This design comes from an exercise in tuning for small area and a short achievable clock period on the open sky130 flow, not from production work. Function not checked in this run: the RTL went through the layout flow alone.

File: design/flow/design.v
module intt4point(
    input clk, rst,
    input [15:0] in0, in1, in2, in3,
    output [15:0] out0, out1, out2, out3
);
  wire [12:0] z0, z1, z2, z3;
  reg [14:0] rs0;
  reg [14:0] rs2;
  reg [13:0] rb;
  reg [13:0] rd;
  wire [12:0] g0 = in0[12:0] & {13{~rst}};
  wire [12:0] g1 = in1[12:0] & {13{~rst}};
  wire [12:0] g2 = in2[12:0] & {13{~rst}};
  wire [12:0] g3 = in3[12:0] & {13{~rst}};
  wire s1, c2;
  ha_m us1 (.a(g0[0]), .b(g2[0]), .s(s1), .co(c2));
  wire s3, c4;
  fa_m us3 (.a(g0[1]), .b(g2[1]), .c(c2), .s(s3), .co(c4));
  wire s5, c6;
  fa_m us5 (.a(g0[2]), .b(g2[2]), .c(c4), .s(s5), .co(c6));
  wire s7, c8;
  fa_m us7 (.a(g0[3]), .b(g2[3]), .c(c6), .s(s7), .co(c8));
  wire s9, c10;
  fa_m us9 (.a(g0[4]), .b(g2[4]), .c(c8), .s(s9), .co(c10));
  wire s11, c12;
  fa_m us11 (.a(g0[5]), .b(g2[5]), .c(c10), .s(s11), .co(c12));
  wire s13, c14;
  fa_m us13 (.a(g0[6]), .b(g2[6]), .c(c12), .s(s13), .co(c14));
  wire s15, c16;
  fa_m us15 (.a(g0[7]), .b(g2[7]), .c(c14), .s(s15), .co(c16));
  wire s17, c18;
  fa_m us17 (.a(g0[8]), .b(g2[8]), .c(c16), .s(s17), .co(c18));
  wire s19, c20;
  fa_m us19 (.a(g0[9]), .b(g2[9]), .c(c18), .s(s19), .co(c20));
  wire s21, c22;
  fa_m us21 (.a(g0[10]), .b(g2[10]), .c(c20), .s(s21), .co(c22));
  wire s23, c24;
  fa_m us23 (.a(g0[11]), .b(g2[11]), .c(c22), .s(s23), .co(c24));
  wire s25, c26;
  fa_m us25 (.a(g0[12]), .b(g2[12]), .c(c24), .s(s25), .co(c26));
  wire s27, c28;
  ha_m us27 (.a(g1[0]), .b(g3[0]), .s(s27), .co(c28));
  wire s29, c30;
  fa_m us29 (.a(g1[1]), .b(g3[1]), .c(c28), .s(s29), .co(c30));
  wire s31, c32;
  fa_m us31 (.a(g1[2]), .b(g3[2]), .c(c30), .s(s31), .co(c32));
  wire s33, c34;
  fa_m us33 (.a(g1[3]), .b(g3[3]), .c(c32), .s(s33), .co(c34));
  wire s35, c36;
  fa_m us35 (.a(g1[4]), .b(g3[4]), .c(c34), .s(s35), .co(c36));
  wire s37, c38;
  fa_m us37 (.a(g1[5]), .b(g3[5]), .c(c36), .s(s37), .co(c38));
  wire s39, c40;
  fa_m us39 (.a(g1[6]), .b(g3[6]), .c(c38), .s(s39), .co(c40));
  wire s41, c42;
  fa_m us41 (.a(g1[7]), .b(g3[7]), .c(c40), .s(s41), .co(c42));
  wire s43, c44;
  fa_m us43 (.a(g1[8]), .b(g3[8]), .c(c42), .s(s43), .co(c44));
  wire s45, c46;
  fa_m us45 (.a(g1[9]), .b(g3[9]), .c(c44), .s(s45), .co(c46));
  wire s47, c48;
  fa_m us47 (.a(g1[10]), .b(g3[10]), .c(c46), .s(s47), .co(c48));
  wire s49, c50;
  fa_m us49 (.a(g1[11]), .b(g3[11]), .c(c48), .s(s49), .co(c50));
  wire s51, c52;
  fa_m us51 (.a(g1[12]), .b(g3[12]), .c(c50), .s(s51), .co(c52));
  wire i53 = ~g0[0];
  wire s54, c55;
  xn_m us54 (.a(g2[0]), .b(i53), .y(s54));
  or_m uc55 (.a(g2[0]), .b(i53), .y(c55));
  wire i56 = ~g0[1];
  wire s57, c58;
  fa_m us57 (.a(g2[1]), .b(i56), .c(c55), .s(s57), .co(c58));
  wire i59 = ~g0[2];
  wire s60, c61;
  fa_m us60 (.a(g2[2]), .b(i59), .c(c58), .s(s60), .co(c61));
  wire i62 = ~g0[3];
  wire s63, c64;
  fa_m us63 (.a(g2[3]), .b(i62), .c(c61), .s(s63), .co(c64));
  wire i65 = ~g0[4];
  wire s66, c67;
  fa_m us66 (.a(g2[4]), .b(i65), .c(c64), .s(s66), .co(c67));
  wire i68 = ~g0[5];
  wire s69, c70;
  fa_m us69 (.a(g2[5]), .b(i68), .c(c67), .s(s69), .co(c70));
  wire i71 = ~g0[6];
  wire s72, c73;
  fa_m us72 (.a(g2[6]), .b(i71), .c(c70), .s(s72), .co(c73));
  wire i74 = ~g0[7];
  wire s75, c76;
  fa_m us75 (.a(g2[7]), .b(i74), .c(c73), .s(s75), .co(c76));
  wire i77 = ~g0[8];
  wire s78, c79;
  fa_m us78 (.a(g2[8]), .b(i77), .c(c76), .s(s78), .co(c79));
  wire i80 = ~g0[9];
  wire s81, c82;
  fa_m us81 (.a(g2[9]), .b(i80), .c(c79), .s(s81), .co(c82));
  wire i83 = ~g0[10];
  wire s84, c85;
  fa_m us84 (.a(g2[10]), .b(i83), .c(c82), .s(s84), .co(c85));
  wire i86 = ~g0[11];
  wire s87, c88;
  fa_m us87 (.a(g2[11]), .b(i86), .c(c85), .s(s87), .co(c88));
  wire i89 = ~g0[12];
  wire s90, c91;
  fa_m us90 (.a(g2[12]), .b(i89), .c(c88), .s(s90), .co(c91));
  wire i92 = ~g1[0];
  wire s93, c94;
  xn_m us93 (.a(g3[0]), .b(i92), .y(s93));
  or_m uc94 (.a(g3[0]), .b(i92), .y(c94));
  wire i95 = ~g1[1];
  wire s96, c97;
  fa_m us96 (.a(g3[1]), .b(i95), .c(c94), .s(s96), .co(c97));
  wire i98 = ~g1[2];
  wire s99, c100;
  fa_m us99 (.a(g3[2]), .b(i98), .c(c97), .s(s99), .co(c100));
  wire i101 = ~g1[3];
  wire s102, c103;
  fa_m us102 (.a(g3[3]), .b(i101), .c(c100), .s(s102), .co(c103));
  wire i104 = ~g1[4];
  wire s105, c106;
  fa_m us105 (.a(g3[4]), .b(i104), .c(c103), .s(s105), .co(c106));
  wire i107 = ~g1[5];
  wire s108, c109;
  fa_m us108 (.a(g3[5]), .b(i107), .c(c106), .s(s108), .co(c109));
  wire i110 = ~g1[6];
  wire s111, c112;
  fa_m us111 (.a(g3[6]), .b(i110), .c(c109), .s(s111), .co(c112));
  wire i113 = ~g1[7];
  wire s114, c115;
  fa_m us114 (.a(g3[7]), .b(i113), .c(c112), .s(s114), .co(c115));
  wire i116 = ~g1[8];
  wire s117, c118;
  fa_m us117 (.a(g3[8]), .b(i116), .c(c115), .s(s117), .co(c118));
  wire i119 = ~g1[9];
  wire s120, c121;
  fa_m us120 (.a(g3[9]), .b(i119), .c(c118), .s(s120), .co(c121));
  wire i122 = ~g1[10];
  wire s123, c124;
  fa_m us123 (.a(g3[10]), .b(i122), .c(c121), .s(s123), .co(c124));
  wire i125 = ~g1[11];
  wire s126, c127;
  fa_m us126 (.a(g3[11]), .b(i125), .c(c124), .s(s126), .co(c127));
  wire i128 = ~g1[12];
  wire s129, c130;
  fa_m us129 (.a(g3[12]), .b(i128), .c(c127), .s(s129), .co(c130));
  wire s131, c132;
  ha_m us131 (.a(s1), .b(s27), .s(s131), .co(c132));
  wire s133, c134;
  fa_m us133 (.a(s3), .b(s29), .c(c132), .s(s133), .co(c134));
  wire s135, c136;
  fa_m us135 (.a(s5), .b(s31), .c(c134), .s(s135), .co(c136));
  wire s137, c138;
  fa_m us137 (.a(s7), .b(s33), .c(c136), .s(s137), .co(c138));
  wire s139, c140;
  fa_m us139 (.a(s9), .b(s35), .c(c138), .s(s139), .co(c140));
  wire s141, c142;
  fa_m us141 (.a(s11), .b(s37), .c(c140), .s(s141), .co(c142));
  wire s143, c144;
  fa_m us143 (.a(s13), .b(s39), .c(c142), .s(s143), .co(c144));
  wire s145, c146;
  fa_m us145 (.a(s15), .b(s41), .c(c144), .s(s145), .co(c146));
  wire s147, c148;
  fa_m us147 (.a(s17), .b(s43), .c(c146), .s(s147), .co(c148));
  wire s149, c150;
  fa_m us149 (.a(s19), .b(s45), .c(c148), .s(s149), .co(c150));
  wire s151, c152;
  fa_m us151 (.a(s21), .b(s47), .c(c150), .s(s151), .co(c152));
  wire s153, c154;
  fa_m us153 (.a(s23), .b(s49), .c(c152), .s(s153), .co(c154));
  wire s155, c156;
  fa_m us155 (.a(s25), .b(s51), .c(c154), .s(s155), .co(c156));
  wire s157, c158;
  fa_m us157 (.a(c26), .b(c52), .c(c156), .s(s157), .co(c158));
  wire i159 = ~s27;
  wire s160, c161;
  xn_m us160 (.a(s1), .b(i159), .y(s160));
  or_m uc161 (.a(s1), .b(i159), .y(c161));
  wire i162 = ~s29;
  wire s163, c164;
  fa_m us163 (.a(s3), .b(i162), .c(c161), .s(s163), .co(c164));
  wire i165 = ~s31;
  wire s166, c167;
  fa_m us166 (.a(s5), .b(i165), .c(c164), .s(s166), .co(c167));
  wire i168 = ~s33;
  wire s169, c170;
  fa_m us169 (.a(s7), .b(i168), .c(c167), .s(s169), .co(c170));
  wire i171 = ~s35;
  wire s172, c173;
  fa_m us172 (.a(s9), .b(i171), .c(c170), .s(s172), .co(c173));
  wire i174 = ~s37;
  wire s175, c176;
  fa_m us175 (.a(s11), .b(i174), .c(c173), .s(s175), .co(c176));
  wire i177 = ~s39;
  wire s178, c179;
  fa_m us178 (.a(s13), .b(i177), .c(c176), .s(s178), .co(c179));
  wire i180 = ~s41;
  wire s181, c182;
  fa_m us181 (.a(s15), .b(i180), .c(c179), .s(s181), .co(c182));
  wire i183 = ~s43;
  wire s184, c185;
  fa_m us184 (.a(s17), .b(i183), .c(c182), .s(s184), .co(c185));
  wire i186 = ~s45;
  wire s187, c188;
  fa_m us187 (.a(s19), .b(i186), .c(c185), .s(s187), .co(c188));
  wire i189 = ~s47;
  wire s190, c191;
  fa_m us190 (.a(s21), .b(i189), .c(c188), .s(s190), .co(c191));
  wire i192 = ~s49;
  wire s193, c194;
  fa_m us193 (.a(s23), .b(i192), .c(c191), .s(s193), .co(c194));
  wire i195 = ~s51;
  wire s196, c197;
  fa_m us196 (.a(s25), .b(i195), .c(c194), .s(s196), .co(c197));
  wire i198 = ~c52;
  wire s199, c200;
  fa_m us199 (.a(c26), .b(i198), .c(c197), .s(s199), .co(c200));
  wire [14:0] rs0_d = {c158, s157, s155, s153, s151, s149, s147, s145, s143, s141, s139, s137, s135, s133, s131};
  wire [14:0] rs2_d = {c200, s199, s196, s193, s190, s187, s184, s181, s178, s175, s172, s169, s166, s163, s160};
  wire [13:0] rb_d = {c91, s90, s87, s84, s81, s78, s75, s72, s69, s66, s63, s60, s57, s54};
  wire [13:0] rd_d = {c130, s129, s126, s123, s120, s117, s114, s111, s108, s105, s102, s99, s96, s93};
  wire i201 = ~rs0[1];
  wire s202, c203;
  ha_m us202 (.a(i201), .b(rs0[14]), .s(s202), .co(c203));
  wire s204, c205;
  ha_m us204 (.a(rs0[0]), .b(rs0[9]), .s(s204), .co(c205));
  wire s206, c207;
  fa_m us206 (.a(rs0[1]), .b(rs0[10]), .c(c205), .s(s206), .co(c207));
  wire s208, c209;
  ha_m us208 (.a(rs0[11]), .b(c207), .s(s208), .co(c209));
  wire s210, c211;
  ha_m us210 (.a(rs0[12]), .b(c209), .s(s210), .co(c211));
  wire s212, c213;
  fa_m us212 (.a(rs0[13]), .b(rs0[0]), .c(c211), .s(s212), .co(c213));
  wire i214 = ~rs0[0];
  wire s215, c216;
  fa_m us215 (.a(i214), .b(s202), .c(c213), .s(s215), .co(c216));
  wire s217, c218;
  xn_m us217 (.a(c203), .b(c216), .y(s217));
  or_m uc218 (.a(c203), .b(c216), .y(c218));
  wire [12:0] w219 = {s215, s212, s210, s208, s206, s204, rs0[8], rs0[7], rs0[6], rs0[5], rs0[4], rs0[3], rs0[2]};
  assign z0 = s217 ? w219 + 13'd7681 : w219;
  wire i220 = ~rs2[1];
  wire s221, c222;
  xn_m us221 (.a(i220), .b(rs2[14]), .y(s221));
  or_m uc222 (.a(i220), .b(rs2[14]), .y(c222));
  wire i223 = ~rs2[7];
  wire s224, c225;
  ha_m us224 (.a(i223), .b(rs2[5]), .s(s224), .co(c225));
  wire s226, c227;
  ha_m us226 (.a(rs2[2]), .b(rs2[8]), .s(s226), .co(c227));
  wire s228, c229;
  fa_m us228 (.a(rs2[6]), .b(c225), .c(c222), .s(s228), .co(c229));
  wire s230, c231;
  fa_m us230 (.a(rs2[3]), .b(rs2[9]), .c(rs2[0]), .s(s230), .co(c231));
  wire s232, c233;
  fa_m us232 (.a(i223), .b(c227), .c(s230), .s(s232), .co(c233));
  wire s234, c235;
  fa_m us234 (.a(rs2[4]), .b(rs2[10]), .c(rs2[1]), .s(s234), .co(c235));
  wire s236, c237;
  fa_m us236 (.a(c231), .b(s234), .c(c233), .s(s236), .co(c237));
  wire s238, c239;
  fa_m us238 (.a(rs2[2]), .b(rs2[5]), .c(rs2[11]), .s(s238), .co(c239));
  wire i240 = ~c235;
  wire s241, c242;
  fa_m us241 (.a(rs2[0]), .b(rs2[9]), .c(i240), .s(s241), .co(c242));
  wire i243 = ~s238;
  wire s244, c245;
  ha_m us244 (.a(i243), .b(s241), .s(s244), .co(c245));
  wire s246, c247;
  fa_m us246 (.a(rs2[3]), .b(rs2[6]), .c(rs2[12]), .s(s246), .co(c247));
  wire s248, c249;
  fa_m us248 (.a(rs2[1]), .b(rs2[10]), .c(c242), .s(s248), .co(c249));
  wire i250 = ~c245;
  wire s251, c252;
  fa_m us251 (.a(c239), .b(s246), .c(i250), .s(s251), .co(c252));
  wire s253, c254;
  fa_m us253 (.a(rs2[2]), .b(rs2[11]), .c(rs2[0]), .s(s253), .co(c254));
  wire s255, c256;
  fa_m us255 (.a(rs2[4]), .b(rs2[7]), .c(rs2[13]), .s(s255), .co(c256));
  wire i257 = ~s253;
  wire s258, c259;
  fa_m us258 (.a(c247), .b(i257), .c(s255), .s(s258), .co(c259));
  wire i260 = ~s258;
  wire s261, c262;
  ha_m us261 (.a(i260), .b(c249), .s(s261), .co(c262));
  wire s263, c264;
  xn_m us263 (.a(rs2[3]), .b(rs2[12]), .y(s263));
  or_m uc264 (.a(rs2[3]), .b(rs2[12]), .y(c264));
  wire s265, c266;
  fa_m us265 (.a(rs2[5]), .b(rs2[8]), .c(rs2[14]), .s(s265), .co(c266));
  wire s267, c268;
  fa_m us267 (.a(rs2[1]), .b(c254), .c(s263), .s(s267), .co(c268));
  wire s269, c270;
  fa_m us269 (.a(c256), .b(s265), .c(c259), .s(s269), .co(c270));
  wire i271 = ~s269;
  wire s272, c273;
  ha_m us272 (.a(s267), .b(i271), .s(s272), .co(c273));
  wire s274, c275;
  ha_m us274 (.a(rs2[0]), .b(rs2[9]), .s(s274), .co(c275));
  wire s276, c277;
  fa_m us276 (.a(rs2[2]), .b(rs2[4]), .c(rs2[13]), .s(s276), .co(c277));
  wire s278, c279;
  fa_m us278 (.a(rs2[0]), .b(rs2[6]), .c(c266), .s(s278), .co(c279));
  wire s280, c281;
  fa_m us280 (.a(c264), .b(s276), .c(c268), .s(s280), .co(c281));
  wire s282, c283;
  fa_m us282 (.a(s274), .b(s278), .c(c270), .s(s282), .co(c283));
  wire s284, c285;
  ha_m us284 (.a(s280), .b(c273), .s(s284), .co(c285));
  wire s286, c287;
  fa_m us286 (.a(rs2[1]), .b(rs2[10]), .c(c275), .s(s286), .co(c287));
  wire s288, c289;
  fa_m us288 (.a(rs2[3]), .b(c277), .c(c281), .s(s288), .co(c289));
  wire s290, c291;
  fa_m us290 (.a(c279), .b(s286), .c(c283), .s(s290), .co(c291));
  wire s292, c293;
  ha_m us292 (.a(s288), .b(c285), .s(s292), .co(c293));
  wire i294 = ~rs2[4];
  wire s295, c296;
  fa_m us295 (.a(rs2[2]), .b(rs2[11]), .c(i294), .s(s295), .co(c296));
  wire s297, c298;
  fa_m us297 (.a(s295), .b(c287), .c(c291), .s(s297), .co(c298));
  wire s299, c300;
  ha_m us299 (.a(c289), .b(c293), .s(s299), .co(c300));
  wire s301, c302;
  fa_m us301 (.a(rs2[3]), .b(rs2[12]), .c(c296), .s(s301), .co(c302));
  wire i303 = ~s301;
  wire s304, c305;
  fa_m us304 (.a(rs2[5]), .b(i303), .c(c300), .s(s304), .co(c305));
  wire i306 = ~rs2[0];
  wire s307, c308;
  fa_m us307 (.a(i306), .b(rs2[4]), .c(rs2[13]), .s(s307), .co(c308));
  wire i309 = ~rs2[6];
  wire s310, c311;
  fa_m us310 (.a(i309), .b(s307), .c(c302), .s(s310), .co(c311));
  wire s312, c313;
  ha_m us312 (.a(s221), .b(s224), .s(s312), .co(c313));
  wire i314 = ~s226;
  wire s315, c316;
  fa_m us315 (.a(i314), .b(s228), .c(c313), .s(s315), .co(c316));
  wire i317 = ~s232;
  wire s318, c319;
  fa_m us318 (.a(c229), .b(i317), .c(c316), .s(s318), .co(c319));
  wire i320 = ~s236;
  wire s321, c322;
  fa_m us321 (.a(rs2[8]), .b(i320), .c(c319), .s(s321), .co(c322));
  wire i323 = ~c237;
  wire s324, c325;
  fa_m us324 (.a(i323), .b(s244), .c(c322), .s(s324), .co(c325));
  wire i326 = ~s251;
  wire s327, c328;
  xn_m us327 (.a(s248), .b(i326), .y(s327));
  or_m uc328 (.a(s248), .b(i326), .y(c328));
  wire i329 = ~c252;
  wire s330, c331;
  ha_m us330 (.a(i329), .b(s261), .s(s330), .co(c331));
  wire s332, c333;
  ha_m us332 (.a(c262), .b(s272), .s(s332), .co(c333));
  wire i334 = ~s282;
  wire s335, c336;
  ha_m us335 (.a(i334), .b(s284), .s(s335), .co(c336));
  wire s337, c338;
  fa_m us337 (.a(s312), .b(s292), .c(c336), .s(s337), .co(c338));
  wire s339, c340;
  fa_m us339 (.a(s315), .b(s299), .c(c338), .s(s339), .co(c340));
  wire s341, c342;
  fa_m us341 (.a(s318), .b(s304), .c(c340), .s(s341), .co(c342));
  wire s343, c344;
  fa_m us343 (.a(s321), .b(c305), .c(c342), .s(s343), .co(c344));
  wire s345, c346;
  ha_m us345 (.a(c308), .b(s312), .s(s345), .co(c346));
  wire i347 = ~s324;
  wire s348, c349;
  fa_m us348 (.a(s345), .b(c311), .c(i347), .s(s348), .co(c349));
  wire s350, c351;
  ha_m us350 (.a(c346), .b(s315), .s(s350), .co(c351));
  wire s352, c353;
  ha_m us352 (.a(c325), .b(s327), .s(s352), .co(c353));
  wire s354, c355;
  fa_m us354 (.a(c328), .b(s330), .c(c353), .s(s354), .co(c355));
  wire s356, c357;
  fa_m us356 (.a(c331), .b(s332), .c(c355), .s(s356), .co(c357));
  wire s358, c359;
  fa_m us358 (.a(c333), .b(s335), .c(c357), .s(s358), .co(c359));
  wire i360 = ~s290;
  wire s361, c362;
  fa_m us361 (.a(i360), .b(s337), .c(c359), .s(s361), .co(c362));
  wire i363 = ~s297;
  wire s364, c365;
  fa_m us364 (.a(i363), .b(s339), .c(c362), .s(s364), .co(c365));
  wire i366 = ~c298;
  wire s367, c368;
  fa_m us367 (.a(i366), .b(s341), .c(c365), .s(s367), .co(c368));
  wire i369 = ~s310;
  wire s370, c371;
  fa_m us370 (.a(i369), .b(s343), .c(c368), .s(s370), .co(c371));
  wire i372 = ~s348;
  wire s373, c374;
  fa_m us373 (.a(c344), .b(i372), .c(c371), .s(s373), .co(c374));
  wire i375 = ~c374;
  wire s376, c377;
  fa_m us376 (.a(c349), .b(s350), .c(i375), .s(s376), .co(c377));
  wire s378, c379;
  fa_m us378 (.a(s318), .b(c351), .c(c377), .s(s378), .co(c379));
  wire s380, c381;
  ha_m us380 (.a(s321), .b(c379), .s(s380), .co(c381));
  wire s382, c383;
  ha_m us382 (.a(s324), .b(c381), .s(s382), .co(c383));
  wire i384 = ~s376;
  wire i385 = ~s378;
  wire i386 = ~s380;
  wire i387 = ~s382;
  wire [12:0] w388 = {i387, i386, i385, i384, s373, s370, s367, s364, s361, s358, s356, s354, s352};
  assign z2 = c383 ? w388 + 13'd7681 : w388;
  wire s389, c390;
  ha_m us389 (.a(rb[4]), .b(rb[0]), .s(s389), .co(c390));
  wire s391, c392;
  fa_m us391 (.a(rb[5]), .b(rb[1]), .c(c390), .s(s391), .co(c392));
  wire s393, c394;
  fa_m us393 (.a(rb[6]), .b(rb[2]), .c(rb[0]), .s(s393), .co(c394));
  wire i395 = ~rd[8];
  wire s396, c397;
  ha_m us396 (.a(i395), .b(s393), .s(s396), .co(c397));
  wire s398, c399;
  xn_m us398 (.a(rb[7]), .b(rb[3]), .y(s398));
  or_m uc399 (.a(rb[7]), .b(rb[3]), .y(c399));
  wire s400, c401;
  fa_m us400 (.a(rb[1]), .b(c394), .c(s398), .s(s400), .co(c401));
  wire i402 = ~c397;
  wire s403, c404;
  fa_m us403 (.a(rd[9]), .b(rd[0]), .c(i402), .s(s403), .co(c404));
  wire s405, c406;
  fa_m us405 (.a(rb[8]), .b(rb[4]), .c(rb[2]), .s(s405), .co(c406));
  wire s407, c408;
  fa_m us407 (.a(c399), .b(s405), .c(c401), .s(s407), .co(c408));
  wire s409, c410;
  fa_m us409 (.a(rd[10]), .b(rd[1]), .c(c404), .s(s409), .co(c410));
  wire s411, c412;
  fa_m us411 (.a(rb[0]), .b(rb[9]), .c(rb[5]), .s(s411), .co(c412));
  wire s413, c414;
  fa_m us413 (.a(rb[3]), .b(rd[0]), .c(c406), .s(s413), .co(c414));
  wire i415 = ~s411;
  wire s416, c417;
  fa_m us416 (.a(rd[2]), .b(rd[11]), .c(i415), .s(s416), .co(c417));
  wire i418 = ~s416;
  wire s419, c420;
  fa_m us419 (.a(s413), .b(i418), .c(c408), .s(s419), .co(c420));
  wire s421, c422;
  fa_m us421 (.a(rb[1]), .b(rb[10]), .c(rb[6]), .s(s421), .co(c422));
  wire s423, c424;
  fa_m us423 (.a(rb[4]), .b(rb[0]), .c(rd[1]), .s(s423), .co(c424));
  wire s425, c426;
  fa_m us425 (.a(c412), .b(s421), .c(s423), .s(s425), .co(c426));
  wire s427, c428;
  fa_m us427 (.a(rd[3]), .b(rd[12]), .c(c417), .s(s427), .co(c428));
  wire s429, c430;
  fa_m us429 (.a(c414), .b(s425), .c(c420), .s(s429), .co(c430));
  wire i431 = ~rd[4];
  wire s432, c433;
  xn_m us432 (.a(rb[2]), .b(i431), .y(s432));
  or_m uc433 (.a(rb[2]), .b(i431), .y(c433));
  wire s434, c435;
  fa_m us434 (.a(rb[11]), .b(rb[7]), .c(rb[5]), .s(s434), .co(c435));
  wire s436, c437;
  fa_m us436 (.a(rb[1]), .b(rd[2]), .c(rd[0]), .s(s436), .co(c437));
  wire s438, c439;
  fa_m us438 (.a(c422), .b(c424), .c(s432), .s(s438), .co(c439));
  wire s440, c441;
  fa_m us440 (.a(s434), .b(s436), .c(c426), .s(s440), .co(c441));
  wire i442 = ~s438;
  wire s443, c444;
  fa_m us443 (.a(rd[13]), .b(i442), .c(c428), .s(s443), .co(c444));
  wire i445 = ~s443;
  wire s446, c447;
  ha_m us446 (.a(s440), .b(i445), .s(s446), .co(c447));
  wire s448, c449;
  xn_m us448 (.a(rb[12]), .b(rb[8]), .y(s448));
  or_m uc449 (.a(rb[12]), .b(rb[8]), .y(c449));
  wire s450, c451;
  fa_m us450 (.a(rb[6]), .b(rb[2]), .c(rd[3]), .s(s450), .co(c451));
  wire s452, c453;
  fa_m us452 (.a(rd[1]), .b(c433), .c(c435), .s(s452), .co(c453));
  wire s454, c455;
  fa_m us454 (.a(c437), .b(s448), .c(s450), .s(s454), .co(c455));
  wire s456, c457;
  fa_m us456 (.a(c439), .b(s452), .c(s454), .s(s456), .co(c457));
  wire s458, c459;
  fa_m us458 (.a(c441), .b(s456), .c(c447), .s(s458), .co(c459));
  wire i460 = ~rb[0];
  wire s461, c462;
  xn_m us461 (.a(i460), .b(rd[2]), .y(s461));
  or_m uc462 (.a(i460), .b(rd[2]), .y(c462));
  wire s463, c464;
  fa_m us463 (.a(rb[13]), .b(rb[9]), .c(rb[7]), .s(s463), .co(c464));
  wire s465, c466;
  fa_m us465 (.a(rb[3]), .b(rd[4]), .c(c449), .s(s465), .co(c466));
  wire s467, c468;
  fa_m us467 (.a(c451), .b(s461), .c(s463), .s(s467), .co(c468));
  wire s469, c470;
  fa_m us469 (.a(c453), .b(c455), .c(s465), .s(s469), .co(c470));
  wire s471, c472;
  fa_m us471 (.a(s467), .b(c457), .c(s469), .s(s471), .co(c472));
  wire i473 = ~rb[1];
  wire s474, c475;
  xn_m us474 (.a(i473), .b(rd[3]), .y(s474));
  or_m uc475 (.a(i473), .b(rd[3]), .y(c475));
  wire s476, c477;
  fa_m us476 (.a(rb[10]), .b(rb[8]), .c(rb[4]), .s(s476), .co(c477));
  wire s478, c479;
  fa_m us478 (.a(rd[5]), .b(c462), .c(c464), .s(s478), .co(c479));
  wire s480, c481;
  fa_m us480 (.a(s474), .b(s476), .c(c466), .s(s480), .co(c481));
  wire s482, c483;
  fa_m us482 (.a(c468), .b(s478), .c(c470), .s(s482), .co(c483));
  wire s484, c485;
  ha_m us484 (.a(s480), .b(s482), .s(s484), .co(c485));
  wire i486 = ~rb[2];
  wire s487, c488;
  xn_m us487 (.a(i486), .b(rd[4]), .y(s487));
  or_m uc488 (.a(i486), .b(rd[4]), .y(c488));
  wire s489, c490;
  fa_m us489 (.a(rb[11]), .b(rb[9]), .c(rb[5]), .s(s489), .co(c490));
  wire s491, c492;
  fa_m us491 (.a(rd[6]), .b(c475), .c(c477), .s(s491), .co(c492));
  wire s493, c494;
  fa_m us493 (.a(s487), .b(s489), .c(c479), .s(s493), .co(c494));
  wire s495, c496;
  fa_m us495 (.a(s491), .b(c481), .c(s493), .s(s495), .co(c496));
  wire s497, c498;
  ha_m us497 (.a(c483), .b(s495), .s(s497), .co(c498));
  wire s499, c500;
  xn_m us499 (.a(rb[12]), .b(rb[10]), .y(s499));
  or_m uc500 (.a(rb[12]), .b(rb[10]), .y(c500));
  wire s501, c502;
  fa_m us501 (.a(rb[6]), .b(rd[7]), .c(c488), .s(s501), .co(c502));
  wire s503, c504;
  fa_m us503 (.a(c490), .b(s499), .c(c492), .s(s503), .co(c504));
  wire s505, c506;
  fa_m us505 (.a(s501), .b(c494), .c(s503), .s(s505), .co(c506));
  wire s507, c508;
  ha_m us507 (.a(c496), .b(s505), .s(s507), .co(c508));
  wire s509, c510;
  xn_m us509 (.a(rb[13]), .b(rb[11]), .y(s509));
  or_m uc510 (.a(rb[13]), .b(rb[11]), .y(c510));
  wire s511, c512;
  fa_m us511 (.a(rb[7]), .b(rd[8]), .c(c500), .s(s511), .co(c512));
  wire s513, c514;
  fa_m us513 (.a(s509), .b(c502), .c(s511), .s(s513), .co(c514));
  wire s515, c516;
  fa_m us515 (.a(c504), .b(s513), .c(c506), .s(s515), .co(c516));
  wire s517, c518;
  fa_m us517 (.a(rb[12]), .b(rb[8]), .c(rd[9]), .s(s517), .co(c518));
  wire s519, c520;
  fa_m us519 (.a(c510), .b(s517), .c(c512), .s(s519), .co(c520));
  wire s521, c522;
  ha_m us521 (.a(c514), .b(s519), .s(s521), .co(c522));
  wire s523, c524;
  fa_m us523 (.a(rb[13]), .b(rb[9]), .c(rd[10]), .s(s523), .co(c524));
  wire s525, c526;
  fa_m us525 (.a(c518), .b(s523), .c(c520), .s(s525), .co(c526));
  wire s527, c528;
  xn_m us527 (.a(rb[10]), .b(rd[11]), .y(s527));
  or_m uc528 (.a(rb[10]), .b(rd[11]), .y(c528));
  wire s529, c530;
  ha_m us529 (.a(c524), .b(s527), .s(s529), .co(c530));
  wire s531, c532;
  xn_m us531 (.a(rb[11]), .b(rd[12]), .y(s531));
  or_m uc532 (.a(rb[11]), .b(rd[12]), .y(c532));
  wire s533, c534;
  ha_m us533 (.a(c528), .b(s531), .s(s533), .co(c534));
  wire s535, c536;
  fa_m us535 (.a(rb[12]), .b(rd[13]), .c(c532), .s(s535), .co(c536));
  wire i537 = ~rd[5];
  wire s538, c539;
  ha_m us538 (.a(rb[3]), .b(i537), .s(s538), .co(c539));
  wire i540 = ~rd[6];
  wire s541, c542;
  fa_m us541 (.a(i540), .b(s389), .c(c539), .s(s541), .co(c542));
  wire i543 = ~rd[7];
  wire s544, c545;
  fa_m us544 (.a(i543), .b(s391), .c(c542), .s(s544), .co(c545));
  wire s546, c547;
  fa_m us546 (.a(c392), .b(s396), .c(c545), .s(s546), .co(c547));
  wire i548 = ~s403;
  wire s549, c550;
  fa_m us549 (.a(s400), .b(i548), .c(c547), .s(s549), .co(c550));
  wire i551 = ~s409;
  wire s552, c553;
  fa_m us552 (.a(s407), .b(i551), .c(c550), .s(s552), .co(c553));
  wire i554 = ~c410;
  wire s555, c556;
  fa_m us555 (.a(i554), .b(s419), .c(c553), .s(s555), .co(c556));
  wire i557 = ~s427;
  wire s558, c559;
  fa_m us558 (.a(i557), .b(s429), .c(c556), .s(s558), .co(c559));
  wire s560, c561;
  xn_m us560 (.a(s446), .b(c430), .y(s560));
  or_m uc561 (.a(s446), .b(c430), .y(c561));
  wire s562, c563;
  fa_m us562 (.a(s538), .b(s458), .c(c561), .s(s562), .co(c563));
  wire s564, c565;
  fa_m us564 (.a(s541), .b(s471), .c(c459), .s(s564), .co(c565));
  wire s566, c567;
  fa_m us566 (.a(s544), .b(c472), .c(s484), .s(s566), .co(c567));
  wire s568, c569;
  fa_m us568 (.a(s546), .b(c485), .c(s497), .s(s568), .co(c569));
  wire i570 = ~s538;
  wire s571, c572;
  xn_m us571 (.a(i570), .b(s549), .y(s571));
  or_m uc572 (.a(i570), .b(s549), .y(c572));
  wire s573, c574;
  fa_m us573 (.a(c498), .b(s507), .c(c569), .s(s573), .co(c574));
  wire s575, c576;
  fa_m us575 (.a(c508), .b(s515), .c(s552), .s(s575), .co(c576));
  wire s577, c578;
  fa_m us577 (.a(c572), .b(c574), .c(s575), .s(s577), .co(c578));
  wire s579, c580;
  fa_m us579 (.a(s521), .b(c516), .c(s555), .s(s579), .co(c580));
  wire s581, c582;
  fa_m us581 (.a(c576), .b(c578), .c(s579), .s(s581), .co(c582));
  wire i583 = ~s546;
  wire s584, c585;
  fa_m us584 (.a(c522), .b(i583), .c(s525), .s(s584), .co(c585));
  wire s586, c587;
  fa_m us586 (.a(s584), .b(s558), .c(c580), .s(s586), .co(c587));
  wire s588, c589;
  xn_m us588 (.a(s529), .b(c526), .y(s588));
  or_m uc589 (.a(s529), .b(c526), .y(c589));
  wire i590 = ~s549;
  wire s591, c592;
  fa_m us591 (.a(i590), .b(c585), .c(s588), .s(s591), .co(c592));
  wire s593, c594;
  xn_m us593 (.a(c530), .b(s533), .y(s593));
  or_m uc594 (.a(c530), .b(s533), .y(c594));
  wire s595, c596;
  fa_m us595 (.a(s593), .b(c589), .c(c592), .s(s595), .co(c596));
  wire s597, c598;
  xn_m us597 (.a(c534), .b(s535), .y(s597));
  or_m uc598 (.a(c534), .b(s535), .y(c598));
  wire s599, c600;
  fa_m us599 (.a(c594), .b(s597), .c(c596), .s(s599), .co(c600));
  wire s601, c602;
  xn_m us601 (.a(rb[13]), .b(c536), .y(s601));
  or_m uc602 (.a(rb[13]), .b(c536), .y(c602));
  wire s603, c604;
  fa_m us603 (.a(c598), .b(s601), .c(c600), .s(s603), .co(c604));
  wire s605, c606;
  ha_m us605 (.a(c559), .b(s560), .s(s605), .co(c606));
  wire i607 = ~c444;
  wire s608, c609;
  fa_m us608 (.a(i607), .b(s562), .c(c606), .s(s608), .co(c609));
  wire s610, c611;
  fa_m us610 (.a(c563), .b(s564), .c(c609), .s(s610), .co(c611));
  wire s612, c613;
  fa_m us612 (.a(c565), .b(s566), .c(c611), .s(s612), .co(c613));
  wire s614, c615;
  fa_m us614 (.a(c567), .b(s568), .c(c613), .s(s614), .co(c615));
  wire s616, c617;
  fa_m us616 (.a(s571), .b(s573), .c(c615), .s(s616), .co(c617));
  wire i618 = ~s541;
  wire s619, c620;
  fa_m us619 (.a(i618), .b(s577), .c(c617), .s(s619), .co(c620));
  wire i621 = ~s544;
  wire s622, c623;
  fa_m us622 (.a(i621), .b(s581), .c(c620), .s(s622), .co(c623));
  wire s624, c625;
  fa_m us624 (.a(c582), .b(s586), .c(c623), .s(s624), .co(c625));
  wire s626, c627;
  fa_m us626 (.a(c587), .b(s591), .c(c625), .s(s626), .co(c627));
  wire i628 = ~s552;
  wire s629, c630;
  fa_m us629 (.a(i628), .b(s595), .c(c627), .s(s629), .co(c630));
  wire i631 = ~s555;
  wire s632, c633;
  fa_m us632 (.a(i631), .b(s599), .c(c630), .s(s632), .co(c633));
  wire i634 = ~s558;
  wire s635, c636;
  fa_m us635 (.a(i634), .b(s603), .c(c633), .s(s635), .co(c636));
  wire s637, c638;
  fa_m us637 (.a(c602), .b(c604), .c(c636), .s(s637), .co(c638));
  wire [14:0] w639 = {~c638, s637, s635, s632, s629, s626, s624, s622, s619, s616, s614, s612, s610, s608, s605};
  wire n640 = c638 & (w639[13:0] >= 14'd7681);
  wire n641 = ~c638 | n640;
  wire [12:0] w642 = {s635, s632, s629, s626, s624, s622, s619, s616, s614, s612, s610, s608, s605};
  wire i643 = ~c638;
  assign z1 = i643 ? w642 + 13'd7681 : (n640 ? w642 + 13'd511 : w642);
  wire i644 = ~rb[6];
  wire s645, c646;
  ha_m us645 (.a(i644), .b(rd[4]), .s(s645), .co(c646));
  wire s647, c648;
  fa_m us647 (.a(rd[5]), .b(rd[1]), .c(c646), .s(s647), .co(c648));
  wire s649, c650;
  fa_m us649 (.a(rd[6]), .b(rd[2]), .c(rd[0]), .s(s649), .co(c650));
  wire i651 = ~rb[8];
  wire s652, c653;
  ha_m us652 (.a(i651), .b(s649), .s(s652), .co(c653));
  wire s654, c655;
  ha_m us654 (.a(rb[0]), .b(rb[9]), .s(s654), .co(c655));
  wire s656, c657;
  fa_m us656 (.a(rd[7]), .b(rd[3]), .c(rd[1]), .s(s656), .co(c657));
  wire s658, c659;
  fa_m us658 (.a(c650), .b(s656), .c(c653), .s(s658), .co(c659));
  wire s660, c661;
  fa_m us660 (.a(rd[8]), .b(rd[4]), .c(rd[2]), .s(s660), .co(c661));
  wire s662, c663;
  fa_m us662 (.a(rb[1]), .b(rb[10]), .c(c655), .s(s662), .co(c663));
  wire s664, c665;
  fa_m us664 (.a(c657), .b(s660), .c(c659), .s(s664), .co(c665));
  wire s666, c667;
  fa_m us666 (.a(rd[0]), .b(rb[0]), .c(rd[9]), .s(s666), .co(c667));
  wire s668, c669;
  fa_m us668 (.a(rd[5]), .b(rd[3]), .c(c661), .s(s668), .co(c669));
  wire s670, c671;
  fa_m us670 (.a(rb[2]), .b(rb[11]), .c(c663), .s(s670), .co(c671));
  wire s672, c673;
  fa_m us672 (.a(s666), .b(s668), .c(c665), .s(s672), .co(c673));
  wire s674, c675;
  fa_m us674 (.a(rd[1]), .b(rb[1]), .c(rd[10]), .s(s674), .co(c675));
  wire s676, c677;
  fa_m us676 (.a(rd[6]), .b(rd[4]), .c(rd[0]), .s(s676), .co(c677));
  wire s678, c679;
  fa_m us678 (.a(c667), .b(s674), .c(s676), .s(s678), .co(c679));
  wire s680, c681;
  fa_m us680 (.a(rb[3]), .b(rb[12]), .c(c671), .s(s680), .co(c681));
  wire s682, c683;
  fa_m us682 (.a(c669), .b(s678), .c(c673), .s(s682), .co(c683));
  wire i684 = ~rb[13];
  wire s685, c686;
  xn_m us685 (.a(rb[0]), .b(i684), .y(s685));
  or_m uc686 (.a(rb[0]), .b(i684), .y(c686));
  wire s687, c688;
  fa_m us687 (.a(rb[2]), .b(rd[11]), .c(rd[7]), .s(s687), .co(c688));
  wire s689, c690;
  fa_m us689 (.a(rd[5]), .b(rd[1]), .c(rd[2]), .s(s689), .co(c690));
  wire s691, c692;
  fa_m us691 (.a(c675), .b(c677), .c(s685), .s(s691), .co(c692));
  wire s693, c694;
  fa_m us693 (.a(s687), .b(s689), .c(c679), .s(s693), .co(c694));
  wire i695 = ~rb[4];
  wire s696, c697;
  fa_m us696 (.a(i695), .b(s691), .c(s693), .s(s696), .co(c697));
  wire i698 = ~c681;
  wire s699, c700;
  ha_m us699 (.a(i698), .b(s696), .s(s699), .co(c700));
  wire s701, c702;
  xn_m us701 (.a(rb[1]), .b(rb[3]), .y(s701));
  or_m uc702 (.a(rb[1]), .b(rb[3]), .y(c702));
  wire s703, c704;
  fa_m us703 (.a(rd[12]), .b(rd[8]), .c(rd[6]), .s(s703), .co(c704));
  wire s705, c706;
  fa_m us705 (.a(rd[2]), .b(c686), .c(c688), .s(s705), .co(c706));
  wire s707, c708;
  fa_m us707 (.a(c690), .b(s701), .c(s703), .s(s707), .co(c708));
  wire s709, c710;
  fa_m us709 (.a(c692), .b(s705), .c(s707), .s(s709), .co(c710));
  wire s711, c712;
  fa_m us711 (.a(c694), .b(s709), .c(c697), .s(s711), .co(c712));
  wire i713 = ~rd[0];
  wire s714, c715;
  xn_m us714 (.a(rb[2]), .b(i713), .y(s714));
  or_m uc715 (.a(rb[2]), .b(i713), .y(c715));
  wire s716, c717;
  fa_m us716 (.a(rb[4]), .b(rd[13]), .c(rd[9]), .s(s716), .co(c717));
  wire s718, c719;
  fa_m us718 (.a(rd[7]), .b(rd[3]), .c(c702), .s(s718), .co(c719));
  wire s720, c721;
  fa_m us720 (.a(c704), .b(s714), .c(s716), .s(s720), .co(c721));
  wire s722, c723;
  fa_m us722 (.a(c706), .b(c708), .c(s718), .s(s722), .co(c723));
  wire s724, c725;
  fa_m us724 (.a(s720), .b(c710), .c(s722), .s(s724), .co(c725));
  wire i726 = ~rd[1];
  wire s727, c728;
  xn_m us727 (.a(rb[3]), .b(i726), .y(s727));
  or_m uc728 (.a(rb[3]), .b(i726), .y(c728));
  wire s729, c730;
  fa_m us729 (.a(rb[5]), .b(rd[10]), .c(rd[8]), .s(s729), .co(c730));
  wire s731, c732;
  fa_m us731 (.a(rd[4]), .b(c715), .c(c717), .s(s731), .co(c732));
  wire s733, c734;
  fa_m us733 (.a(s727), .b(s729), .c(c719), .s(s733), .co(c734));
  wire s735, c736;
  fa_m us735 (.a(c721), .b(s731), .c(c723), .s(s735), .co(c736));
  wire s737, c738;
  ha_m us737 (.a(s733), .b(s735), .s(s737), .co(c738));
  wire i739 = ~rd[2];
  wire s740, c741;
  xn_m us740 (.a(rb[4]), .b(i739), .y(s740));
  or_m uc741 (.a(rb[4]), .b(i739), .y(c741));
  wire s742, c743;
  fa_m us742 (.a(rb[6]), .b(rd[11]), .c(rd[9]), .s(s742), .co(c743));
  wire s744, c745;
  fa_m us744 (.a(rd[5]), .b(c728), .c(c730), .s(s744), .co(c745));
  wire s746, c747;
  fa_m us746 (.a(s740), .b(s742), .c(c732), .s(s746), .co(c747));
  wire s748, c749;
  fa_m us748 (.a(s744), .b(c734), .c(s746), .s(s748), .co(c749));
  wire s750, c751;
  ha_m us750 (.a(c736), .b(s748), .s(s750), .co(c751));
  wire s752, c753;
  xn_m us752 (.a(rb[7]), .b(rd[12]), .y(s752));
  or_m uc753 (.a(rb[7]), .b(rd[12]), .y(c753));
  wire s754, c755;
  fa_m us754 (.a(rd[10]), .b(rd[6]), .c(c741), .s(s754), .co(c755));
  wire s756, c757;
  fa_m us756 (.a(c743), .b(s752), .c(c745), .s(s756), .co(c757));
  wire s758, c759;
  fa_m us758 (.a(s754), .b(c747), .c(s756), .s(s758), .co(c759));
  wire s760, c761;
  ha_m us760 (.a(c749), .b(s758), .s(s760), .co(c761));
  wire s762, c763;
  xn_m us762 (.a(rb[8]), .b(rd[13]), .y(s762));
  or_m uc763 (.a(rb[8]), .b(rd[13]), .y(c763));
  wire s764, c765;
  fa_m us764 (.a(rd[11]), .b(rd[7]), .c(c753), .s(s764), .co(c765));
  wire s766, c767;
  fa_m us766 (.a(s762), .b(c755), .c(s764), .s(s766), .co(c767));
  wire s768, c769;
  fa_m us768 (.a(c757), .b(s766), .c(c759), .s(s768), .co(c769));
  wire s770, c771;
  fa_m us770 (.a(rb[9]), .b(rd[12]), .c(rd[8]), .s(s770), .co(c771));
  wire s772, c773;
  fa_m us772 (.a(c763), .b(s770), .c(c765), .s(s772), .co(c773));
  wire s774, c775;
  ha_m us774 (.a(c767), .b(s772), .s(s774), .co(c775));
  wire s776, c777;
  fa_m us776 (.a(rb[10]), .b(rd[13]), .c(rd[9]), .s(s776), .co(c777));
  wire s778, c779;
  fa_m us778 (.a(c771), .b(s776), .c(c773), .s(s778), .co(c779));
  wire s780, c781;
  xn_m us780 (.a(rb[11]), .b(rd[10]), .y(s780));
  or_m uc781 (.a(rb[11]), .b(rd[10]), .y(c781));
  wire s782, c783;
  ha_m us782 (.a(c777), .b(s780), .s(s782), .co(c783));
  wire s784, c785;
  xn_m us784 (.a(rb[12]), .b(rd[11]), .y(s784));
  or_m uc785 (.a(rb[12]), .b(rd[11]), .y(c785));
  wire s786, c787;
  ha_m us786 (.a(c781), .b(s784), .s(s786), .co(c787));
  wire s788, c789;
  fa_m us788 (.a(rb[13]), .b(rd[12]), .c(c785), .s(s788), .co(c789));
  wire i790 = ~rb[5];
  wire s791, c792;
  ha_m us791 (.a(i790), .b(rd[3]), .s(s791), .co(c792));
  wire s793, c794;
  fa_m us793 (.a(rd[0]), .b(s645), .c(c792), .s(s793), .co(c794));
  wire i795 = ~rb[7];
  wire s796, c797;
  fa_m us796 (.a(i795), .b(s647), .c(c794), .s(s796), .co(c797));
  wire s798, c799;
  fa_m us798 (.a(c648), .b(s652), .c(c797), .s(s798), .co(c799));
  wire i800 = ~s654;
  wire s801, c802;
  fa_m us801 (.a(i800), .b(s658), .c(c799), .s(s801), .co(c802));
  wire i803 = ~s662;
  wire s804, c805;
  fa_m us804 (.a(i803), .b(s664), .c(c802), .s(s804), .co(c805));
  wire i806 = ~s670;
  wire s807, c808;
  fa_m us807 (.a(i806), .b(s672), .c(c805), .s(s807), .co(c808));
  wire i809 = ~s680;
  wire s810, c811;
  fa_m us810 (.a(i809), .b(s682), .c(c808), .s(s810), .co(c811));
  wire s812, c813;
  xn_m us812 (.a(s699), .b(c683), .y(s812));
  or_m uc813 (.a(s699), .b(c683), .y(c813));
  wire s814, c815;
  fa_m us814 (.a(s791), .b(c700), .c(s711), .s(s814), .co(c815));
  wire s816, c817;
  fa_m us816 (.a(s793), .b(s724), .c(c712), .s(s816), .co(c817));
  wire s818, c819;
  fa_m us818 (.a(s796), .b(c725), .c(s737), .s(s818), .co(c819));
  wire s820, c821;
  fa_m us820 (.a(s798), .b(c738), .c(s750), .s(s820), .co(c821));
  wire i822 = ~s791;
  wire s823, c824;
  xn_m us823 (.a(i822), .b(s801), .y(s823));
  or_m uc824 (.a(i822), .b(s801), .y(c824));
  wire s825, c826;
  fa_m us825 (.a(c751), .b(s760), .c(c821), .s(s825), .co(c826));
  wire s827, c828;
  fa_m us827 (.a(c761), .b(s768), .c(s804), .s(s827), .co(c828));
  wire s829, c830;
  fa_m us829 (.a(c824), .b(c826), .c(s827), .s(s829), .co(c830));
  wire s831, c832;
  fa_m us831 (.a(s774), .b(c769), .c(s807), .s(s831), .co(c832));
  wire s833, c834;
  fa_m us833 (.a(c828), .b(c830), .c(s831), .s(s833), .co(c834));
  wire i835 = ~s798;
  wire s836, c837;
  fa_m us836 (.a(c775), .b(i835), .c(s778), .s(s836), .co(c837));
  wire s838, c839;
  fa_m us838 (.a(s836), .b(s810), .c(c832), .s(s838), .co(c839));
  wire s840, c841;
  xn_m us840 (.a(s782), .b(c779), .y(s840));
  or_m uc841 (.a(s782), .b(c779), .y(c841));
  wire i842 = ~s801;
  wire s843, c844;
  fa_m us843 (.a(i842), .b(c837), .c(s840), .s(s843), .co(c844));
  wire s845, c846;
  xn_m us845 (.a(c783), .b(s786), .y(s845));
  or_m uc846 (.a(c783), .b(s786), .y(c846));
  wire s847, c848;
  fa_m us847 (.a(s845), .b(c841), .c(c844), .s(s847), .co(c848));
  wire s849, c850;
  xn_m us849 (.a(c787), .b(s788), .y(s849));
  or_m uc850 (.a(c787), .b(s788), .y(c850));
  wire s851, c852;
  fa_m us851 (.a(c846), .b(s849), .c(c848), .s(s851), .co(c852));
  wire s853, c854;
  xn_m us853 (.a(rd[13]), .b(c789), .y(s853));
  or_m uc854 (.a(rd[13]), .b(c789), .y(c854));
  wire s855, c856;
  fa_m us855 (.a(c850), .b(s853), .c(c852), .s(s855), .co(c856));
  wire s857, c858;
  ha_m us857 (.a(c811), .b(s812), .s(s857), .co(c858));
  wire s859, c860;
  fa_m us859 (.a(c813), .b(s814), .c(c858), .s(s859), .co(c860));
  wire s861, c862;
  fa_m us861 (.a(c815), .b(s816), .c(c860), .s(s861), .co(c862));
  wire s863, c864;
  fa_m us863 (.a(c817), .b(s818), .c(c862), .s(s863), .co(c864));
  wire s865, c866;
  fa_m us865 (.a(c819), .b(s820), .c(c864), .s(s865), .co(c866));
  wire s867, c868;
  fa_m us867 (.a(s823), .b(s825), .c(c866), .s(s867), .co(c868));
  wire i869 = ~s793;
  wire s870, c871;
  fa_m us870 (.a(i869), .b(s829), .c(c868), .s(s870), .co(c871));
  wire i872 = ~s796;
  wire s873, c874;
  fa_m us873 (.a(i872), .b(s833), .c(c871), .s(s873), .co(c874));
  wire s875, c876;
  fa_m us875 (.a(c834), .b(s838), .c(c874), .s(s875), .co(c876));
  wire s877, c878;
  fa_m us877 (.a(c839), .b(s843), .c(c876), .s(s877), .co(c878));
  wire i879 = ~s804;
  wire s880, c881;
  fa_m us880 (.a(i879), .b(s847), .c(c878), .s(s880), .co(c881));
  wire i882 = ~s807;
  wire s883, c884;
  fa_m us883 (.a(i882), .b(s851), .c(c881), .s(s883), .co(c884));
  wire i885 = ~s810;
  wire s886, c887;
  fa_m us886 (.a(i885), .b(s855), .c(c884), .s(s886), .co(c887));
  wire s888, c889;
  fa_m us888 (.a(c854), .b(c856), .c(c887), .s(s888), .co(c889));
  wire [14:0] w890 = {~c889, s888, s886, s883, s880, s877, s875, s873, s870, s867, s865, s863, s861, s859, s857};
  wire n891 = c889 & (w890[13:0] >= 14'd7681);
  wire n892 = ~c889 | n891;
  wire [12:0] w893 = {s886, s883, s880, s877, s875, s873, s870, s867, s865, s863, s861, s859, s857};
  wire i894 = ~c889;
  assign z3 = i894 ? w893 + 13'd7681 : (n891 ? w893 + 13'd511 : w893);
  always @(posedge clk) begin
    rs0 <= rs0_d;
    rs2 <= rs2_d;
    rb <= rb_d;
    rd <= rd_d;
  end
  assign out0 = {3'b000, z0};
  assign out1 = {3'b000, z1};
  assign out2 = {3'b000, z2};
  assign out3 = {3'b000, z3};
endmodule
module fa_m(input a, b, c, output s, co);
  assign s = a ^ b ^ c;
  assign co = (a & b) | (a & c) | (b & c);
endmodule
module ha_m(input a, b, output s, co);
  assign s = a ^ b;
  assign co = a & b;
endmodule
module xn_m(input a, b, output y);
  assign y = ~(a ^ b);
endmodule
module or_m(input a, b, output y);
  assign y = a | b;
endmodule
File: design/flow/flow/run.sh
#!/bin/bash
set -e
export BUFFER_PORTS_ARGS="-buffer_cell sky130_fd_sc_hd__buf_1"
bash standard.sh > standard.log 2>&1
File: design/flow/standard.sh
#!/bin/bash
# synth_recipe.tcl (not shown) runs the flow's synth.tcl, then flattens the netlist and writes it again
# the make line also repeats each setting of config.mk as NAME=value (left out here)
make -C /OpenROAD-flow-scripts/flow DESIGN_CONFIG=/design/flow/config.mk WORK_HOME=/design/flow/orfs CLKGATE_MAP_FILE= SYNTH_SCRIPT=/design/flow/synth_recipe.tcl "${@:-finish}"
File: design/flow/config.mk
export PLATFORM = sky130hd
export DESIGN_NAME = intt4point
export DESIGN_NICKNAME = intt4point
export VERILOG_FILES = /design/flow/design.v
export SDC_FILE = /design/flow/constraint.sdc
export NUM_CORES = 4
export LEC_CHECK = 0
export CAP_MARGIN = 20
export CORE_MARGIN = 2
export CORE_UTILIZATION = 40
export SLEW_MARGIN = 20
export SYNTH_HIERARCHICAL = 1
export SYNTH_MINIMUM_KEEP_SIZE = 0
File: design/flow/constraint.sdc
create_clock -name core_clock -period 110.0 [get_ports {clk}]
set_input_delay 22.0000 -clock core_clock [delete_from_list [all_inputs] [get_ports {clk}]]
set_output_delay 22.0000 -clock core_clock [all_outputs]
set_load 0.01 [all_outputs]
==> notes.md <==
synth_stat cells, drive strengths merged, types with 2 or more instances:
master,n
fa,295
inv,125
xnor2,61
dfxtp,58
ha,56
or2,39
nor2b,31
nand2b,28
nand2,24
xor2,24
nor2,20
clkbuf,14
nand3,14
buf,13
nand4,13
o21ai,9
a21oi,7
and3,7
nor4,7
a31oi,6
nor3,6
a22oi,3
and4,3
o31ai,3
a21boi,2
mux2,2
nand3b,2
o311ai,2
or3,2
or4,2
through the flow:
stage	setup WS [ns]	hold WS [ns]	util [%]
4_1_cts	77.16	22.04	44.7
3_5_place_dp	77.52	22.38	43.5
5_1_grt	76.78	22.04	44.7
6_report	77.20	22.04	44.7
3_3_place_gp	77.61	22.38	43.5
2_1_floorplan	78.31	22.21	-
state kept, by name (all words and copies together) (netlist names):
signal and count:
rd 14, rb 14, rs0 15, rs2 15
placed cells by master (no fill, tap or decap), types with 14 or more instances in the layout:
| master | instances |
|---|---|
| xor2_1 | 24 |
| or2_1 | 37 |
| nand2_1 | 24 |
| nor2_1 | 20 |
| nor2b_1 | 31 |
| ha_1 | 56 |
| buf_1 | 104 |
| xnor2_1 | 61 |
| inv_1 | 125 |
| nand2b_1 | 28 |
| dfxtp_1 | 58 |
| nand3_1 | 14 |
| fa_1 | 295 |
logic make-up (layout without fill, tap and decap cells):
| group | Yosys count | in the layout | synth area share, % |
|---|---|---|---|
| buf+inv | 152 | 251 | 5.88 |
| compound gates | 40 | 40 | 2.59 |
| mux | 2 | 2 | 0.212 |
| other cells | 1 | 12 | 0.0354 |
| xor+xnor | 85 | 85 | 7.02 |
| flops | 58 | 58 | 11.0 |
| simple gates | 202 | 202 | 11.0 |
| fa+ha+maj | 351 | 351 | 62.3 |
Yosys stat by module, one instance, submodules excluded:
module	cells inside	copies in the design	cell area, µm²
or_m	1	37	6.26
ha_m	1	48	12.5
intt4point	473	1	3530
fa_m	1	295	20.0
xn_m	1	38	8.76
final cells by class:
cell class / instances / area (µm²) / share of cell area (%)
Multi-Input combinational cell: 692 / 8850 / 76.1
Sequential cell: 58 / 1160 / 9.97
Inverter: 125 / 469 / 4.03
Timing Repair Buffer: 110 / 433 / 3.72
Tap cell: 335 / 419 / 3.60
Clock buffer: 9 / 225 / 1.93
Clock inverter: 7 / 78.8 / 0.677
worst min path at each step:
stage	slack [ns]	from	end	cells after the start
2_1_floorplan	22.21	in0[0]	rb[0]	2
4_1_cts	22.04	in1[12]	rd[12]	3
5_1_grt	22.04	in0[0]	rb[0]	3
3_3_place_gp	22.38	in0[12]	rb[12]	3
6_report	22.04	in0[12]	rb[12]	3
3_5_place_dp	22.38	in1[12]	rd[13]	3
routing by layer:
| metal | vias to the layer above | track usage [%] |
|---|---|---|
| met1 | 3383 | 24.2 |
| met4 | 0 | 2.89 |
| met3 | 14 | 3.14 |
| met2 | 166 | 29.2 |
| met5 | - | 0 |
| li1 | 2937 | - |
critical path: cells and delay by family (launching register included):
kind,cells,cell delay [ns]
buffers and inverters,2,0.28
xor gates and xnor gates,1,0.17
AOI/OAI and AO/OA,3,0.77
adders and majority gates,22,8.64
DFF,1,0.63
==> run_results.csv <==
group,metric,value,unit
placement,portBuffers,105,
synth,netlist_area,10600,µm²
route,postRouteAntennaNets,0,
route,firstDrtPassIters,4,
timing,rsz0062_at_grt,"no",
synth,synth_warnings,7,
placement,hpwl,20100,µm
placement,place.gp.congestion,0.881,
floorplanning,die_h,167,µm
clock_tree,clk_path_buf_depth,2,
timing,setup_viol,0,
floorplanning,placementRows,59,
timing,drv_slew,0,
synth,synth-edff-count,0,
floorplanning,coreArea,26100,µm²
floorplanning,dieWidth,167,µm
critical_path,critPathArrivalTime,10.80,ns
timing,fmax,30.5,MHz
job,drv_cap,0,
critical_path,crit_path_end_kind,"output pin",
critical_path,slowest_delay,0.63,ns
timing,max-slew-margin-rel,53.7,%
synth,async_flop_share,0,%
global_routing,overflow,0,
finish,antenna_cells,0,
timing,worst_pin_slew,0.694,ns
timing,fin_crit_sh,29.8,%
clock_tree,post_cts_buffers,0,
clock_tree,clock_sinks,58,
route,highest_layer,"met4",
synth,yosys.cell_types.count,49,
synth,ys_seq_area_share,11.0,%
route,met3_wirelength,1260,µm
min_path,hp-class,"in -> reg",
synth,yosys.area.top_type_share,55.7,%
critical_path,cpMostUsedCell,"fa_1",
clock_tree,cts-resized-gates,0,
global_routing,grtUsageTotal,17.4,%
finish,final_area,11600,µm²
route,drtIter0Drc,357,
synth,netlist_instances,891,
global_routing,grt_max_degree,53,
route,dr_wl_met2,11300,µm
critical_path,required,88.00,ns
route,met1_length,9810,µm
route,drt_drc_violations_left,0,
synth,synth_top_cell_by_area,"fa_1",
synth,synthTopCellsByArea,"fa_1 (56%), dfxtp_1 (11%), ha_1 (6.6%), xnor2_1 (5.0%), inv_1 (4.4%)",
route,routed-via-count,6500,
global_routing,grt_pass1_vias,7139,
floorplanning,die_area,27800,µm²
placement,placedCellCount,1320,
finish,nets,1413,
clock_tree,path_clk_slew,0.05,ns
timing,period_minus_slack,32.80,ns
critical_path,endpoint,"out3[12]",
synth,synthFlopType,"dfxtp_1",
route,routed_wl,22700,µm
clock_tree,cts_max_level,3,
route,avgRoutedWirePerCell,17.0,µm
finish,syn_to_final_growth,9.85,%
timing,totalNegativeSetupSlack,0,ns
finish,final_cells,1336,
route,vias_per_cell,4.87,
critical_path,start_kind,"register",
clock_tree,numCtsBuffers,9,
clock_tree,cts_tree,"done",
finish,fillers,2466,
critical_path,crit_path_start,"rb[6]",
synth,synth_seq_cells,58,
clock_tree,root_buffer,"clkbuf_16",
critical_path,crit_fanout,6,
floorplanning,io_pins,130,
global_routing,grt_pass1_wl,37500,µm
synth,avgSynthCellArea,11.9,µm²
floorplanning,start_util,40.7,%
clock_tree,hold_buffers,0,
critical_path,crit_slowest_cell,"dfxtp_1",
outcome,outcome,"timing/DRC/antenna clean",
critical_path,path_class,"reg -> out",
placement,placed_area,11300,µm²
global_routing,antenna_found_initial,0,
timing,hold_violations,0,
finish,layout-drive-gt1-share,3.00,%

-- port drivers added, routing unchanged --
The flow's constraints put no driver on any port. The routed layout listed below was extracted and timed again, unchanged, in two steps. Step 1: set_driving_cell puts a clkbuf_16 on clk and a buf_2 on each other input, an assumption about the parent block. Step 2 also shifts input and output timing later by t, the mid clock arrival at the registers, as if the neighbouring blocks saw the same clock. a / b / c = ideal ports / drivers / drivers and shift; a / b = the first two.
t, ns: 0.354
slack for setup (ns): 77.198 / 77.167 / 77.521
slew at the worst register clock pin (ns): 0.06 / 0.06
After both steps this run still meets setup and hold. The setup slack of this run moves by -0.031 ns with the drivers and by +0.323 ns with both steps.
